What follows belongs to an exercise in optimizing a design on an open flow for small area and a short achievable clock period; a production flow would make more cautious choices.
Only simulation tests tie the RTL to the original design; equivalence was not proved.
Power figures rest on the tool's default switching activity, not on a simulated workload.

--- flow/run.sh ---
#!/bin/bash
# synth_recipe.tcl (not shown) runs the flow's synth.tcl, then flattens the netlist and writes it again
# the make line also repeats each setting of config.mk as NAME=value (left out here)
make -C /OpenROAD-flow-scripts/flow DESIGN_CONFIG=/design/flow/config.mk WORK_HOME=/design/flow/orfs CLKGATE_MAP_FILE= SYNTH_SCRIPT=/design/flow/synth_recipe.tcl finish
--- flow/config.mk ---
export PLATFORM = sky130hd
export DESIGN_NAME = cpu_top
export DESIGN_NICKNAME = cpu_top
export VERILOG_FILES = /design/flow/design.v
export SDC_FILE = /design/flow/constraint.sdc
export NUM_CORES = 4
export LEC_CHECK = 0
export CAP_MARGIN = 20
export CORE_MARGIN = 2
export CORE_UTILIZATION = 30
export SLEW_MARGIN = 20
--- flow/constraint.sdc ---
create_clock -name core_clock -period 14.0 [get_ports {clk}]
set_input_delay 2.8000 -clock core_clock [delete_from_list [all_inputs] [get_ports {clk}]]
set_output_delay 2.8000 -clock core_clock [all_outputs]
set_load 0.01 [all_outputs]
--- flow/design.v ---
`timescale 1ns/10ps
module extend_unit #(parameter WIDTH_I) (in, sign, out);
    input  logic [WIDTH_I-1 :0] in;
    input  logic                sign;
    output logic [31:0]         out;
    assign out[WIDTH_I-1:0] = in;
    assign out[31:WIDTH_I] = sign ? in[WIDTH_I-1] ? '1 : '0 : '0;
endmodule
`timescale 1ns/10ps
module fw_unit (SourceReg, DestReg1, DestReg2, WrEn1, WrEn2, Fw_SourceReg);
	input  logic [3:0] SourceReg, DestReg1, DestReg2;
	input  logic       WrEn1, WrEn2;
	output logic [1:0] Fw_SourceReg;                         
	assign Fw_SourceReg[0] = (SourceReg == DestReg1) && WrEn1;
	assign Fw_SourceReg[1] = (SourceReg == DestReg2) && WrEn2;
endmodule
`timescale 1ns/10ps
module alu (A, B, ctrl, result, negative, zero, overflow, cout);
    input  logic [31:0] A, B;
    input  logic [ 2:0] ctrl;
    output logic [31:0] result;
    output logic        negative, zero, overflow, cout;
    logic [32:0] result_w_cout;
    always_comb begin
        case (ctrl)
            3'd0:    result_w_cout = {1'b0, A};
            3'd1:    result_w_cout = {1'b0, B};
            3'd2:    result_w_cout = A + B;
            3'd3:    result_w_cout = A - B;
            3'd4:    result_w_cout = ~A;
            3'd5:    result_w_cout = A & B;
            3'd6:    result_w_cout = A | B;
            3'd7:    result_w_cout = A ^ B;
            default: result_w_cout = '0;
        endcase
    end
    logic overflow_add, overflow_sub;
    assign overflow_add = (A[31] == B[31]) && (A[31] != result[31]); 
    assign overflow_sub = (A[31] != B[31]) && (A[31] != result[31]);
    assign result = result_w_cout[31:0];
    assign negative = result[31];
    assign zero     = (result == 0);
    always_comb begin
        case (ctrl)
            3'd2: overflow = overflow_add;
            3'd3: overflow = overflow_sub;
            default: overflow = 1'b0;
        endcase
    end
    assign cout = result_w_cout[32];
endmodule
`timescale 1ns/10ps
module shifter (in, op, shAmt, out);
    input  logic [31:0] in, shAmt;
    input  logic [ 1:0] op;      
    output logic [31:0] out;
    logic [127:0] temp;
    always_comb begin
        temp = '0;
        case(op)
            2'b00: out = in << shAmt;             
            2'b01: out = in >> shAmt;             
            2'b10: out = $signed(in) >>> shAmt;   
            2'b11: begin
                temp = {in, in} >> shAmt;
                out = temp[31:0];                 
            end
        endcase
    end
endmodule
`timescale 1ns/10ps
module regfile (rdAddr1, rdAddr2, rdData1, rdData2, rdPC, wrAddr, wrData, wrPC, wrEn, clk, rst);
    input  logic [ 3:0] rdAddr1, rdAddr2, wrAddr;
    input  logic        clk, rst, wrEn;
    input  logic [31:0] wrData, wrPC;
    output logic [31:0] rdData1, rdData2, rdPC;
    logic [15:0][31:0] mem;
    assign rdData1 = mem[rdAddr1];
    assign rdData2 = mem[rdAddr2];
    always_ff @(posedge clk)
        rdPC <= mem[15];
    always_ff @(negedge clk) begin
        if (rst) mem <= '0;
        else begin
            if (wrEn && wrAddr < 15) mem[wrAddr] <= wrData;
            mem[15] <= wrPC;
        end
    end
endmodule
`timescale 1ns/10ps
module instr_dec (instr, ctrl, cmp, addsub, movbx, zero, negative, overflow, carry, ctrl_flags);
    input  logic [15:0] instr;
    output logic [18:0] ctrl;                              
    input  logic        zero, negative, overflow, carry;   
    output logic        cmp, addsub, movbx;                
    output logic [ 3:0] ctrl_flags;                        
    parameter ALUOp = 16'b00xxxxxxxxxxxxxx,  
              DPOp  = 16'b010000xxxxxxxxxx,  
              SDIOp = 16'b010001xxxxxxxxxx,  
              LDROp = 16'b01101xxxxxxxxxxx,  
              STROp = 16'b01100xxxxxxxxxxx,  
              SPOp  = 16'b101100xxxxxxxxxx,  
              CBOp  = 16'b1101xxxxxxxxxxxx,  
              BOp   = 16'b11100xxxxxxxxxxx,  
              NOp   = 16'b1011111100000000;  
    assign cmp    = (instr[15:10] == 6'b010000) && (instr[9:6] == 4'b1010);                           
    assign addsub = (instr[15:14] == 2'b00) && (instr[13:9] == 5'b01100 || instr[13:9] == 5'b01101);  
    assign movbx  = (instr[15:10] == 6'b010001) && (instr[9:8] == 2'b10 || instr[9:7] == 3'b110);      
    always_comb begin
        casex (instr)
            ALUOp: begin
                casex (instr[13:9])
                    5'b011xx: ctrl_flags = 4'b1111;  
                    5'b100xx: ctrl_flags = 4'b1100;  
                    default:  ctrl_flags = 4'b0000;
                endcase
            end
            DPOp: begin
                case (instr[9:6])
                    4'b0000: ctrl_flags = 4'b1100;  
                    4'b0001: ctrl_flags = 4'b1100;  
                    4'b0010: ctrl_flags = 4'b1110;  
                    4'b0011: ctrl_flags = 4'b1110;  
                    4'b0100: ctrl_flags = 4'b1110;  
                    4'b0111: ctrl_flags = 4'b1110;  
                    4'b1010: ctrl_flags = 4'b1111;  
                    4'b1100: ctrl_flags = 4'b1100;  
                    4'b1111: ctrl_flags = 4'b1100;  
                    default: ctrl_flags = 4'b0000;  
                endcase
            end
            default: ctrl_flags = 4'b0000;  
        endcase 
    end
    always_comb begin
        casex (instr)
            ALUOp: begin
                casex (instr[13:9])
                    5'b01100: ctrl = 19'b111_00_0_010_0_00_0000000;  
                    5'b01101: ctrl = 19'b111_00_0_011_0_00_0000000;  
                    5'b01110: ctrl = 19'b101_00_1_010_0_00_0000000;  
                    5'b01111: ctrl = 19'b101_00_1_011_0_00_0000000;  
                    5'b100xx: ctrl = 19'b001_11_1_001_0_00_0000000;  
                    default:  ctrl = 19'b000_00_0_000_0_00_0000000;  
                endcase
            end
            DPOp: begin
                case (instr[9:6])
                    4'b0000: ctrl = 19'b001_00_0_101_0_00_0000000;  
                    4'b0001: ctrl = 19'b001_00_0_111_0_00_0000000;  
                    4'b0010: ctrl = 19'b001_00_0_000_1_00_0000000;  
                    4'b0011: ctrl = 19'b001_00_0_000_1_01_0000000;  
                    4'b0100: ctrl = 19'b001_00_0_000_1_10_0000000;  
                    4'b0111: ctrl = 19'b001_00_0_000_1_11_0000000;  
                    4'b1010: ctrl = 19'b110_00_0_011_0_00_0000000;  
                    4'b1100: ctrl = 19'b001_00_0_110_0_00_0000000;  
                    4'b1111: ctrl = 19'b001_00_0_100_0_00_0000000;  
                    default: ctrl = 19'b000_00_0_000_0_00_0000000;  
                endcase
            end
            SDIOp: begin
                casex (instr[9:6])
                    4'b10xx: ctrl = 19'b001_00_0_000_0_00_0000000;  
                    4'b110x: ctrl = 19'b000_00_0_000_0_00_0001000;  
                    4'b0100: ctrl = 19'b001_00_0_000_0_00_0000110;  
                    default: ctrl = 19'b000_00_0_000_0_00_0000000;  
                endcase
            end
            LDROp: ctrl = 19'b101_01_1_010_0_00_0100000;  
            STROp: ctrl = 19'b100_01_1_010_0_00_1000000;  
            SPOp: begin
                case (instr[9:7])
                    3'b000:  ctrl = 19'b101_10_1_010_0_00_0000001;  
                    3'b001:  ctrl = 19'b101_10_1_011_0_00_0000001;  
                    default: ctrl = 19'b000_00_0_000_0_00_0000000;  
                endcase
            end
            CBOp: begin
                ctrl[18:3] = 16'b000_00_0_000_0_00_0000;
                ctrl[ 1:0] = 2'b00;
                case (instr[11:8])  
                    4'b0000: ctrl[2] = zero;                               
                    4'b0001: ctrl[2] = ~zero;                              
                    4'b0010: ctrl[2] = carry;                              
                    4'b0011: ctrl[2] = ~carry;                             
                    4'b0100: ctrl[2] = negative;                           
                    4'b0101: ctrl[2] = ~negative;                          
                    4'b0110: ctrl[2] = overflow;                           
                    4'b0111: ctrl[2] = ~overflow;                          
                    4'b1000: ctrl[2] = (carry && ~zero);                   
                    4'b1001: ctrl[2] = (~carry || zero);                   
                    4'b1010: ctrl[2] = (negative == overflow);             
                    4'b1011: ctrl[2] = (negative != overflow);             
                    4'b1100: ctrl[2] = ~zero && (negative == overflow);    
                    4'b1101: ctrl[2] = zero || (negative != overflow);     
                    default: ctrl[2] = 1'b0;
                endcase
            end
            BOp:     ctrl = 19'b000_00_0_000_0_00_0010100;  
            NOp:     ctrl = 19'b000_00_0_000_0_00_0000000;  
            default: ctrl = 19'b000_00_0_000_0_00_0000000;  
        endcase
    end
 endmodule
`timescale 1ns/10ps
module cpu_top (
    input  logic clk,
    input  logic rst,
    input  logic activate,  
    input  logic isolate,
    output logic [31:0] imem_addr,
    input  logic [15:0] imem_data,
    output logic [31:0] dmem_addr,
    output logic        dmem_wren,
    output logic        dmem_rden,
    output logic [31:0] dmem_wrdata,
    input  logic [31:0] dmem_rddata
);
    logic [18:0] packed_ctrl;
    logic Reg1Loc, Reg2Loc, UncondBr, BX, BrTaken, SP;      
    logic [ 1:0] ImmSel;                                    
    logic [ 1:0][ 2:0] ALUOp;                               
    logic [ 1:0][ 1:0] ShiftOp;                             
    logic [ 1:0]       Shift;                               
    logic [ 1:0]       ALUSrc;                              
    logic [ 2:0]       MemWrite, MemToReg, BL;              
    logic [ 3:0]       RegWrite;                            
    always_ff @(posedge clk) begin
        ALUOp[1] <= rst ? '0 : ALUOp[0];
        ShiftOp[1] <= rst ? '0 : ShiftOp[0];
        Shift[1] <= rst ? '0 : Shift[0];
        ALUSrc[1] <= rst ? '0 : ALUSrc[0];
        MemWrite[2] <= rst ? '0 : MemWrite[1];
        MemWrite[1] <= rst ? '0 : MemWrite[0];
        MemToReg[2] <= rst ? '0 : MemToReg[1];
        MemToReg[1] <= rst ? '0 : MemToReg[0];
        BL[2] <= rst ? '0 : BL[1];
        BL[1] <= rst ? '0 : BL[0];
        RegWrite[3] <= rst ? '0 : RegWrite[2];
        RegWrite[2] <= rst ? '0 : RegWrite[1];
        RegWrite[1] <= rst ? '0 : RegWrite[0];
    end
    assign Reg1Loc     = packed_ctrl[18];
    assign Reg2Loc     = packed_ctrl[17];
    assign RegWrite[0] = packed_ctrl[16];
    assign ImmSel      = packed_ctrl[15:14];
    assign ALUSrc[0]   = packed_ctrl[13];
    assign ALUOp[0]    = packed_ctrl[12:10];
    assign Shift[0]    = packed_ctrl[9];
    assign ShiftOp[0]  = packed_ctrl[8:7];
    assign MemWrite[0] = packed_ctrl[6];
    assign MemToReg[0] = packed_ctrl[5];
    assign UncondBr    = packed_ctrl[4];
    assign BX          = packed_ctrl[3];
    assign BrTaken     = packed_ctrl[2];
    assign BL[0]       = packed_ctrl[1];
    assign SP          = packed_ctrl[0];
    logic [15:0] instr;                                 
    logic [ 3:0] Rd, Rn, Rm;
    logic        dec_cmp, dec_addsub, dec_movbx;        
    assign Rd = (instr[15:11] == 5'b00100) ? {1'b0, instr[10:8]} : {1'b0, instr[2:0]};       
    assign Rn = dec_cmp ? {1'b0, instr[2:0]} : {1'b0, instr[5:3]};
    assign Rm = (~dec_movbx) ? dec_addsub ? {1'b0, instr[8:6]} : {1'b0, instr[5:3]} : instr[6:3];
    logic [ 2:0] Imm3;
    logic [ 4:0] Imm5;
    logic [ 5:0] Imm6;
    logic [ 6:0] Imm7;
    logic [ 7:0] Imm8;
    logic [10:0] Imm11;
    assign Imm3 = instr[8:6];
    assign Imm5 = instr[10:6];
    assign Imm6 = instr[5:0];
    assign Imm7 = instr[6:0];
    assign Imm8 = instr[7:0];
    assign Imm11 = instr[10:0];
    logic [31:0] Imm3_extended, Imm5_extended, Imm6_extended,
                 Imm7_extended, Imm8_extendedz, Imm8_extendeds, Imm11_extended;  
    extend_unit #(3)  extend_imm3 (.in(Imm3), .sign(1'b0), .out(Imm3_extended));
    extend_unit #(5)  extend_imm5 (.in(Imm5), .sign(1'b0), .out(Imm5_extended));
    extend_unit #(6)  extend_imm6 (.in(Imm6), .sign(1'b1), .out(Imm6_extended));
    extend_unit #(7)  extend_imm7 (.in(Imm7), .sign(1'b0), .out(Imm7_extended));
    extend_unit #(8)  extend_imm8z (.in(Imm8), .sign(1'b0), .out(Imm8_extendedz));
    extend_unit #(8)  extend_imm8s (.in(Imm8), .sign(1'b1), .out(Imm8_extendeds));
    extend_unit #(11) extend_imm11 (.in(Imm11), .sign(1'b1), .out(Imm11_extended));
    logic [31:0] Imm_br, PC_nextval, reg_D1, PC_val, PC_prevval;
    always_ff @(posedge clk) 
        PC_prevval <= PC_val;                                    
    logic [2:0][31:0] PCplusone;                                 
    always_ff @(posedge clk) begin
        PCplusone[1] <= rst ? '0 : PCplusone[0];
        PCplusone[2] <= rst ? '0 : PCplusone[1];
    end
    assign PCplusone[0] = PC_val + 1;
    assign Imm_br = (~BL[0]) ? UncondBr ? Imm11_extended : Imm8_extendeds : Imm6_extended;
    logic [31:0] reg_D1_RD;                                     
    assign PC_nextval = (~BX) ? BrTaken ? (PC_prevval + Imm_br) : (PC_val + 1) : reg_D1_RD;
    assign imem_addr  = PC_val;
    logic [15:0] instr_IF;
    assign instr_IF = imem_data;
    logic alu_negative, alu_zero, alu_overflow, alu_cout;
    logic negative_reg, zero_reg, overflow_reg, cout_reg;
    logic [1:0][3:0] ctrl_flags;
    always_ff @(posedge clk)
        ctrl_flags[1] <= rst ? '0 : ctrl_flags[0];
    always_ff @(posedge clk) begin
        negative_reg <= (~rst) ? ctrl_flags[1][3] ? alu_negative : negative_reg : '0 ;
        zero_reg     <= (~rst) ? ctrl_flags[1][2] ? alu_zero : zero_reg : '0 ;
        cout_reg     <= (~rst) ? ctrl_flags[1][1] ? alu_cout : cout_reg : '0 ;
        overflow_reg <= (~rst) ? ctrl_flags[1][0] ? alu_overflow : overflow_reg : '0 ;
    end
    logic [15:0] instr_RD;
    always_ff @(posedge clk)
        instr_RD <= rst ? '0 : instr_IF;
    assign instr = instr_RD;
    instr_dec instr_dec1 (
        .instr,
        .ctrl       (packed_ctrl),
        .cmp        (dec_cmp),
        .addsub     (dec_addsub),
        .movbx      (dec_movbx),
        .zero       (ctrl_flags[1][2] ? alu_zero : zero_reg),
        .negative   (ctrl_flags[1][3] ? alu_negative : negative_reg),
        .overflow   (ctrl_flags[1][0] ? alu_overflow : overflow_reg),
        .carry      (ctrl_flags[1][1] ? alu_cout : cout_reg),            
        .ctrl_flags (ctrl_flags[0])
    );
    logic [ 3:0] rdAddr1, rdAddr2;
    logic [ 3:0][ 3:0] wrAddr;
    logic [31:0] reg_D2, reg_wrData; 
    assign rdAddr1 = Reg1Loc ? SP ? 4'd13 : Rn : Rm;
    assign rdAddr2 = Reg2Loc ? Rm : Rd;
    assign wrAddr[0]  = (~BL[0]) ? SP ? 4'd13 : Rd : 4'd14;
    always_ff @(posedge clk) begin
        wrAddr[1] <= rst ? '0 : wrAddr[0];
        wrAddr[2] <= rst ? '0 : wrAddr[1];
        wrAddr[3] <= rst ? '0 : wrAddr[2];
    end
    regfile regfile1(
        .rdAddr1,
        .rdAddr2,
        .rdData1(reg_D1),
        .rdData2(reg_D2),
        .rdPC   (PC_val),          
        .wrAddr (wrAddr[3]),
        .wrData (reg_wrData),
        .wrPC   (PC_nextval),      
        .wrEn   (RegWrite[3]),
        .clk,
        .rst
    );
    logic [31:0] Imm_RD, Imm_EX;
    always_comb begin
        case (ImmSel)
            2'b00: Imm_RD = Imm3_extended;
            2'b01: Imm_RD = Imm5_extended;
            2'b10: Imm_RD = Imm7_extended;
            2'b11: Imm_RD = Imm8_extendedz;
        endcase
    end
    logic [31:0] reg_D1_EX, reg_D2_RD, reg_D2_EX, reg_D2_MEM;
    logic [1:0] fwSel1, fwSel2;
    fw_unit fw_unit1 (
        .SourceReg(rdAddr1),
        .DestReg1(wrAddr[1]),
        .DestReg2(wrAddr[2]),
        .WrEn1(RegWrite[1]),
        .WrEn2(RegWrite[2]), 
        .Fw_SourceReg(fwSel1)
    );
    fw_unit fw_unit2 (
        .SourceReg(rdAddr2),
        .DestReg1(wrAddr[1]),
        .DestReg2(wrAddr[2]),
        .WrEn1(RegWrite[1]),
        .WrEn2(RegWrite[2]), 
        .Fw_SourceReg(fwSel2)
    );
    logic [31:0] ex_out_EX, mem_out_MEM;
    always_comb begin
        case (fwSel1)
            2'b00: reg_D1_RD = reg_D1;
            2'b01: reg_D1_RD = ex_out_EX;
            2'b10: reg_D1_RD = mem_out_MEM;
            2'b11: reg_D1_RD = ex_out_EX;
        endcase
        case (fwSel2)
            2'b00: reg_D2_RD = reg_D2;
            2'b01: reg_D2_RD = ex_out_EX;
            2'b10: reg_D2_RD = mem_out_MEM;
            2'b11: reg_D2_RD = ex_out_EX;
        endcase
    end
    always_ff @(posedge clk) begin
        reg_D1_EX <= rst ? '0 : reg_D1_RD;
        reg_D2_EX <= rst ? '0 : reg_D2_RD;
        Imm_EX    <= rst ? '0 : Imm_RD;
    end
    logic [31:0] op1, op2;
    assign op1 = reg_D1_EX;
    assign op2 = ALUSrc[1] ? Imm_EX : reg_D2_EX;
    logic [31:0] alu_out;
    alu alu1(
        .A       (op1),
        .B       (op2),
        .ctrl    (ALUOp[1]),
        .result  (alu_out),
        .negative(alu_negative),                  
        .zero    (alu_zero),
        .overflow(alu_overflow),
        .cout    (alu_cout)
    );
    logic [31:0] shifter_out;
    shifter shifter1(
        .in   (reg_D2_EX),
        .op   (ShiftOp[1]),
        .shAmt(reg_D1_EX),
        .out  (shifter_out)
    );
    logic [31:0] ex_out_MEM;
    assign ex_out_EX = Shift[1] ? shifter_out : alu_out;   
    always_ff @(posedge clk) begin
        ex_out_MEM <= rst ? '0 : ex_out_EX;
        reg_D2_MEM <= rst ? '0 : reg_D2_EX;
    end
    assign dmem_wrdata = ((wrAddr[3] == wrAddr[2]) && (RegWrite[3] == 1'b1)) ? reg_wrData : reg_D2_MEM;
    logic [31:0] mem_Data, mem_out_WB;
    assign dmem_addr  = ex_out_MEM;
    assign dmem_wren = MemWrite[2];
    assign dmem_rden = MemToReg[2];
    assign mem_Data = dmem_rddata; 
    assign mem_out_MEM = (~BL[2]) ? MemToReg[2] ? mem_Data : ex_out_MEM : PCplusone[2];
    always_ff @(posedge clk)
        mem_out_WB <= rst ? '0 : mem_out_MEM;
    assign reg_wrData = mem_out_WB;
endmodule
==> metrics.cfg <==
[die]
start_util_pct = 30.2
ios = 150
core_mm2 = 0.169
num_rows = 151
die-area_mm2 = 0.174
chipHeight_um = 417
dieWidth_um = 417

[job]
drv_cap = 0

[final_layout]
largest_registers = regfile1.mem x512, PCplusone x64
drive_above_1_share_pct = 7.82
regMostFlops = regfile1.mem
nets = 7320
final_util_pct = 35.6
final_common_cell = nand2_1
final_cell_mix = nand2_1, dfxtp_1, nor2_1
area_growth_syn_to_layout_pct = 17.8
largest_reg_flops = 512

[logic_synthesis]
syn_inst = 6807
syn_nets = 6998
ys_warn_count = 14
synth_edf_count = 0
syn_area_per_cell_um2 = 7.52
ys_seq_area_share_pct = 34.0
async_reset_ff_share_pct = 0
synth_flop_cell = dfxtp_1
synth_area_mm2 = 0.0512
synth_seq_cells = 870
synth_cell_types = 104

[sta]
worst_slack_ps = 247
hold_viol = 0
holdWs_ps = 414
final.setup_skew_ps = 36.1
worst_slew_pin_slew_ps = 1250
maxSlewHeadroom_pct = 16.8
drv_slew = 0
setup_tns_ps = 0
rsz0062_at_grt = no
setup_viol = 0

[place]
gp_congestion = 0.991
port_buffers = 147
detailed_place_hpwl_um = 160000
place_ws_ps = 115

[setup_path]
critPathSlowestCell = or4b_1
cp.arrival_ps = 7380
cp_num_buf_inv = 5
cp.required_ps = 7630
critPathTopFamily = simple AND/OR/NAND/NOR gates
cpPeakStageDelay_ps = 570
end_kind = register
critPathMaxFanout = 19
start_kind = register
path_class = reg -> reg

[cts]
cts_max_level = 3
cts_root_buf = clkbuf_16
ctsHoldBuffers = 0
cts_tree = built
cts_inserted_buffers = 98
cts_buffer_depth = 3
cts.reportedPaths.clkPinSlew_ps = 60
clock-sinks = 870
clk_latency_ps = 720

[power]
leakagePower_uw = 0.0232
p_total_uw = 7440
p_per_area_mw_per_mm2 = 123
peakVddDrop_mv = 0.110

[routing]
drtAntennaViolNets = 0
vias = 54300
wire_per_inst_um = 24.7
wl_um = 233000
viasPerCell = 5.75
firstDrtPassIters = 7
drc_errors = 0
dr.first_iter.drc_count = 6801

[run_status]
status = complete, no violations

[global_route]
grt_overflow = 0
antenna_found_initial = 8
grt_use_total_pct = 25.6
grt_pass1_vias = 50300
grt_max_degree = 158
grt_pass1_wl_um = 336000

[worst_hold_path]
hp-class = reg -> reg

cell families after synthesis:
logic type	synth area share, %
simple gates	24.6
compound gates	23.8
flops	34.0
buf+inv	5.73
mux	6.10
fa+ha+maj	3.43
xor+xnor	2.28
cell usage after synthesis (all sizes together) (29+ instances only):
master,number,area share (%)
xnor2,78,1.3
o21a,29,0.44
o211ai,36,0.53
buf,160,1.5
a21oi,530,5.2
inv,118,0.87
nor2,671,4.9
a211oi,282,4.2
xor2,55,0.94
nand4,34,0.42
nand2,1241,9.1
nand2b,48,0.59
dfxtp,870,34
o21ai,237,2.3
nor3,115,1.2
a311oi,97,1.7
a31oi,129,1.6
and3,95,1.2
mux2,80,1.8
nor2b,131,1.6
and2,217,2.7
nand3,177,1.7
clkbuf,462,3.4
ha,137,3.3
a22oi,240,3.5
mux2i,159,3.1
o22ai,31,0.38
final timing paths:
kind / start / cells after the start / endpoint / slack [ps]
worst max-delay path: ALUSrc[1]$_SDFF_PP0_ / 27 / regfile1.mem[507]$_SDFF_NP0_ / 250
worst min register to register: PCplusone[60]$_SDFF_PP0_ / 1 / PCplusone[92]$_SDFF_PP0_ / 410
worst min-delay path: PCplusone[60]$_SDFF_PP0_ / 1 / PCplusone[92]$_SDFF_PP0_ / 410
worst max register to register: ALUSrc[1]$_SDFF_PP0_ / 27 / regfile1.mem[507]$_SDFF_NP0_ / 250
per-stage QoR:
stage / area [µm²] / std cells
global route: 60300 / 9432
detailed placement: 54700 / 8734
CTS: 60200 / 9430
finish: 60300 / 9437
global placement: 54700 / 8733
floorplan: 51200 / 6807
routing by layer:
metal  up-vias  global-route usage (%)  part of all wire, %
met2      3063                    39.7                   44
met1     25900                    31.8                   39
li1      24700                       -                    -
met3       662                    4.57                  9.2
met4         6                    18.6                  8.1
met5         -                       0                0.030
what timing repair did:
action,4_1_cts,5_1_grt
endpoints found under the setup margin,0,32
setup buffers,0,2
endpoints found under the hold margin,0,0
gates resized for setup,0,12
area by class of cell:
class / instances / area, µm²
fillers: 17800 / 109000
multi-input cells: 5195 / 31100
flip-flops and latches: 870 / 17400
clock inverters: 580 / 2790
well taps: 2218 / 2780
repair buffers: 333 / 3060
inverters: 119 / 447
diodes: 5 / 12.5
clock buffers: 117 / 2660
power breakdown:
part           internal [µW]  switching [µW]
clock network           1880            1540
logic                    440             931
registers               2540             113
